Context: an optimization exercise on an open-source flow, tuned for small area, a short achievable clock period and few clock cycles per item. The choices shown serve that exercise and are no tape-out recipe. The RTL was checked by simulation tests, not by an equivalence proof against the original design. Power figures rest on the tool's default switching activity, not on a simulated workload.

== violet ==
==> flow/design.v <==
module processor(
    input [15:0] DIN,
    input Resetn, Clock, Run,
    output reg Done,
    output reg [15:0] BusWires
    );
reg [127:0] rf;         
reg         pend;       
reg [2:0]   mvi_rx;     
wire [2:0] rx = DIN[12:10];
wire [2:0] ry = DIN[9:7];
wire is_mvi = ~DIN[14] & DIN[13];    
wire use_x  = ~pend & DIN[14];       
wire sub    = ~pend & DIN[13];       
reg [15:0] X, Y;
integer i;
always @(*) begin
    X = 16'd0;
    Y = DIN & {16{pend}};
    for (i = 0; i < 8; i = i + 1) begin
        X = X | (rf[16*i +: 16] & {16{use_x && rx == i}});
        Y = Y | (rf[16*i +: 16] & {16{!pend && ry == i}});
    end
end
always @(*) begin
    BusWires = X + (Y ^ {16{sub}}) + {15'd0, sub};
    Done = Resetn & (pend | (Run & ~is_mvi));
end
wire [2:0] wa = pend ? mvi_rx : rx;
always @(posedge Clock) begin
    if (!pend) mvi_rx <= rx;
    pend <= Resetn & ~pend & Run & is_mvi;
    for (i = 0; i < 8; i = i + 1)
        if (Done && wa == i) rf[16*i +: 16] <= BusWires;
end
endmodule
clock: 10.0 ns
lec_check: 0
abc_area: 1
cap_margin: 20
core_margin: 2
core_utilization: 40
cts_buf_list: sky130_fd_sc_hd__clkbuf_4 sky130_fd_sc_hd__clkbuf_8
setup_slack_margin: 2
slew_margin: 20
standard.sh (not shown) runs the stock make flow with config.mk's settings and CLKGATE_MAP_FILE= SYNTH_SCRIPT=/design/flow/synth_recipe.tcl, a recipe that flattens the netlist after the stock synthesis.
==> flow/flow/run.sh <==
#!/bin/bash
# Standard ORFS layout, with the port buffers made from plain buffers
# (sky130_fd_sc_hd__buf_2) instead of the delay buffers buffer_ports picks.
set -euo pipefail
bash standard.sh BUFFER_PORTS_ARGS="-buffer_cell sky130_fd_sc_hd__buf_2" finish > orfs_make.log 2>&1
violet | status: complete | timing, DRC, antenna: pass
Testbench counts of violet, summed over its fixed seeds: cycles 9,996, items 8,000.
### violet -> zinc
# violet
export LEC_CHECK = 0
export ABC_AREA = 1
export CAP_MARGIN = 20
export CORE_MARGIN = 2
export CORE_UTILIZATION = 40
export CTS_BUF_LIST = sky130_fd_sc_hd__clkbuf_4 sky130_fd_sc_hd__clkbuf_8
export SETUP_SLACK_MARGIN = 2
export SLEW_MARGIN = 20
create_clock -name core_clock -period 10.0 [get_ports {Clock}]
# zinc
export LEC_CHECK = 0
export CAP_MARGIN = 20
export CORE_MARGIN = 2
export CORE_UTILIZATION = 40
export SETUP_SLACK_MARGIN = 3
export SLEW_MARGIN = 20
create_clock -name core_clock -period 10.0 [get_ports {Clock}]
==> flow/run.sh (new file) <==
#!/bin/bash
# synth_recipe.tcl (not shown) runs the flow's synth.tcl, then flattens the netlist and writes it again
# the make line also repeats each setting of config.mk as NAME=value (left out here)
make -C /OpenROAD-flow-scripts/flow DESIGN_CONFIG=/design/flow/config.mk WORK_HOME=/design/flow/orfs CLKGATE_MAP_FILE= SYNTH_SCRIPT=/design/flow/synth_recipe.tcl finish
removed: flow/flow/run.sh
removed: flow/standard.sh
--- outcome ---
zinc ended with every stage complete and zero timing, DRC or antenna violations. Per the comparison of zinc with violet, via count of the first global-routing pass moved down, number of nets with antenna violations after detailed routing level, actual transition at the worst max-transition pin moved down.
[inputs] indigo vs zinc
# zinc
export LEC_CHECK = 0
export CAP_MARGIN = 20
export CORE_MARGIN = 2
export CORE_UTILIZATION = 40
export SETUP_SLACK_MARGIN = 3
export SLEW_MARGIN = 20
create_clock -name core_clock -period 10.0 [get_ports {Clock}]
# indigo
export LEC_CHECK = 0
export CAP_MARGIN = 20
export CORE_MARGIN = 2
export CORE_UTILIZATION = 60
export CTS_BUF_LIST = sky130_fd_sc_hd__clkbuf_4 sky130_fd_sc_hd__clkbuf_8
export SETUP_SLACK_MARGIN = 2
export SLEW_MARGIN = 20
create_clock -name core_clock -period 10.0 [get_ports {Clock}]
Notes after the runs:
- [indigo vs zinc] maximum vdd ir drop: higher in indigo
- Data arrival at the endpoint of the critical path in indigo is 0.76 ns above zinc.
- indigo against zinc: post-synthesis instance total did not really move, post-route total power went down, final setup slack of the worst path went down, relative area change from synthesis to final layout went down.
- Relative to zinc, the sum of met3 wire segment lengths after detailed routing measured on indigo has increased by a little under 10%.
- In indigo the tapcell count turned out 36% lower than in zinc.
- Number of antenna violations at the first check in global routing: indigo vs zinc identical
- indigo finished every step from synthesis to the final layout, and the layout passed the timing, design-rule and antenna checks.
- On highest cell delay on the worst timing path: between indigo and zinc, it ends up lower for zinc.

========
Starts from the design.v that is shown in full above.
export LEC_CHECK = 0
export CAP_MARGIN = 20
export CORE_MARGIN = 2
export CORE_UTILIZATION = 40
export SETUP_SLACK_MARGIN = 4
export SLEW_MARGIN = 20
create_clock -name core_clock -period 10.0 [get_ports {Clock}]
==> flow/flow/run.sh <==
#!/bin/bash
# Standard ORFS layout with these changes:
#  - port buffers are plain buffers (sky130_fd_sc_hd__buf_2), not delay buffers;
#  - clock tree from clkbuf_8 only, without dummy balancing loads;
#  - setup repair limited to the moves: unbuffer,sizeup,swap
set -euo pipefail
bash standard.sh \
  BUFFER_PORTS_ARGS="-buffer_cell sky130_fd_sc_hd__buf_2" \
  CTS_ARGS="-sink_clustering_enable -repair_clock_nets -dont_use_dummy_load -buf_list sky130_fd_sc_hd__clkbuf_8" \
  SETUP_MOVE_SEQUENCE="unbuffer,sizeup,swap" \
  finish > orfs_make.log 2>&1
Testbench counts at the start, summed over its fixed seeds: cycles 9,996, items 8,000.
Then changed:
==> flow/flow/run.sh (replaced) <==
#!/bin/bash
# Standard ORFS layout, with the port buffers made from plain buffers
# (sky130_fd_sc_hd__buf_2) instead of the delay buffers buffer_ports picks.
set -euo pipefail
bash standard.sh BUFFER_PORTS_ARGS="-buffer_cell sky130_fd_sc_hd__buf_2" finish > orfs_make.log 2>&1
Settings changed: ABC_AREA from default to 1, CTS_BUF_LIST from default to sky130_fd_sc_hd__clkbuf_4 sky130_fd_sc_hd__clkbuf_8, SETUP_SLACK_MARGIN 4 to 3.
Effect: The new run produced a clean layout. Routed wire length is higher by 13%. Clock skew falls by 0.022 ns. Cell area rose by 9.6%. Worst setup slack gets better by 0.90 ns. Total power increases by 9.6%. Global-route usage grows by 1.6 points. Via count rose by 23%. Fmax increases by 13%. Critical path depth came out higher by 2.
Then changed:
Settings changed: ABC_AREA 1 to default, SETUP_SLACK_MARGIN 3 to 2.
Synthesized cell count drops by a quarter to a third.
Count of clock-buffer cells in the layout is unchanged.
Fmax came out lower by roughly a tenth.
Wire length came out lower by roughly a tenth.
Worst setup slack is worse by 0.86 ns.
Cell area fell by a little under a tenth.
Synthesized area drops by a few percent.
Global-route usage falls by 2.1 points.
Sequential cell count does not change.
Then changed:
==> flow/run.sh (new file) <==
#!/bin/bash
# synth_recipe.tcl (not shown) runs the flow's synth.tcl, then flattens the netlist and writes it again
# the make line also repeats each setting of config.mk as NAME=value (left out here)
make -C /OpenROAD-flow-scripts/flow DESIGN_CONFIG=/design/flow/config.mk WORK_HOME=/design/flow/orfs CLKGATE_MAP_FILE= SYNTH_SCRIPT=/design/flow/synth_recipe.tcl finish
Settings changed: CTS_BUF_LIST sky130_fd_sc_hd__clkbuf_4 sky130_fd_sc_hd__clkbuf_8 to default.
removed: flow/flow/run.sh
removed: flow/standard.sh
=>
- via count climbs by 4.4%
- sequential share of layout area falls by 2.4 points
- sequential cell count stays the same
- routed wire length grows by 6.0%
- global-route usage climbs by 0.99 points
- final cell count is higher by 1.2%

-- afterwards: timing with drivers on the ports --
No port has a modelled driver above. Below, the same layouts with a new extraction and two added sets of constraints. Step 1: set_driving_cell puts a clkbuf_16 on Clock and a buf_2 on each other input, an assumption about the parent block. Step 2 adds t to the input delays and takes it off the output delays; t is the mean of the earliest and latest rising clock arrival at the registers after step 1. Input paths then give back, and output paths get back, about the clock's delay inside the block. Three values: no drivers, after step 1, after step 2; two values: the first two.
run | shift t [ns] | setup slack, ns | latest minus earliest clock arrival (ns) | cell pins on the clock port's net
violet | 0.489 | 2.397 / 2.375 / 2.375 | 0.013 / 0.013 | 1
zinc | 0.465 | 2.885 / 2.822 / 2.822 | 0.010 / 0.011 | 1
indigo | 0.490 | 2.125 / 2.098 / 2.098 | 0.013 / 0.012 | 1
the first run of note 2 | 0.483 | 2.158 / 2.114 / 2.114 | 0.034 / 0.034 | 1
the second run of note 2 | 0.494 | 3.059 / 3.036 / 3.036 | 0.012 / 0.012 | 1
the third run of note 2 | 0.486 | 2.199 / 2.170 / 2.170 | 0.010 / 0.011 | 1
the fourth run of note 2 | 0.466 | 2.086 / 2.063 / 2.063 | 0.008 / 0.008 | 1
After both steps every run listed still meets setup and hold. The setup slack of zinc, which loses most, moves by -0.063 ns with the drivers and by -0.063 ns with both steps.
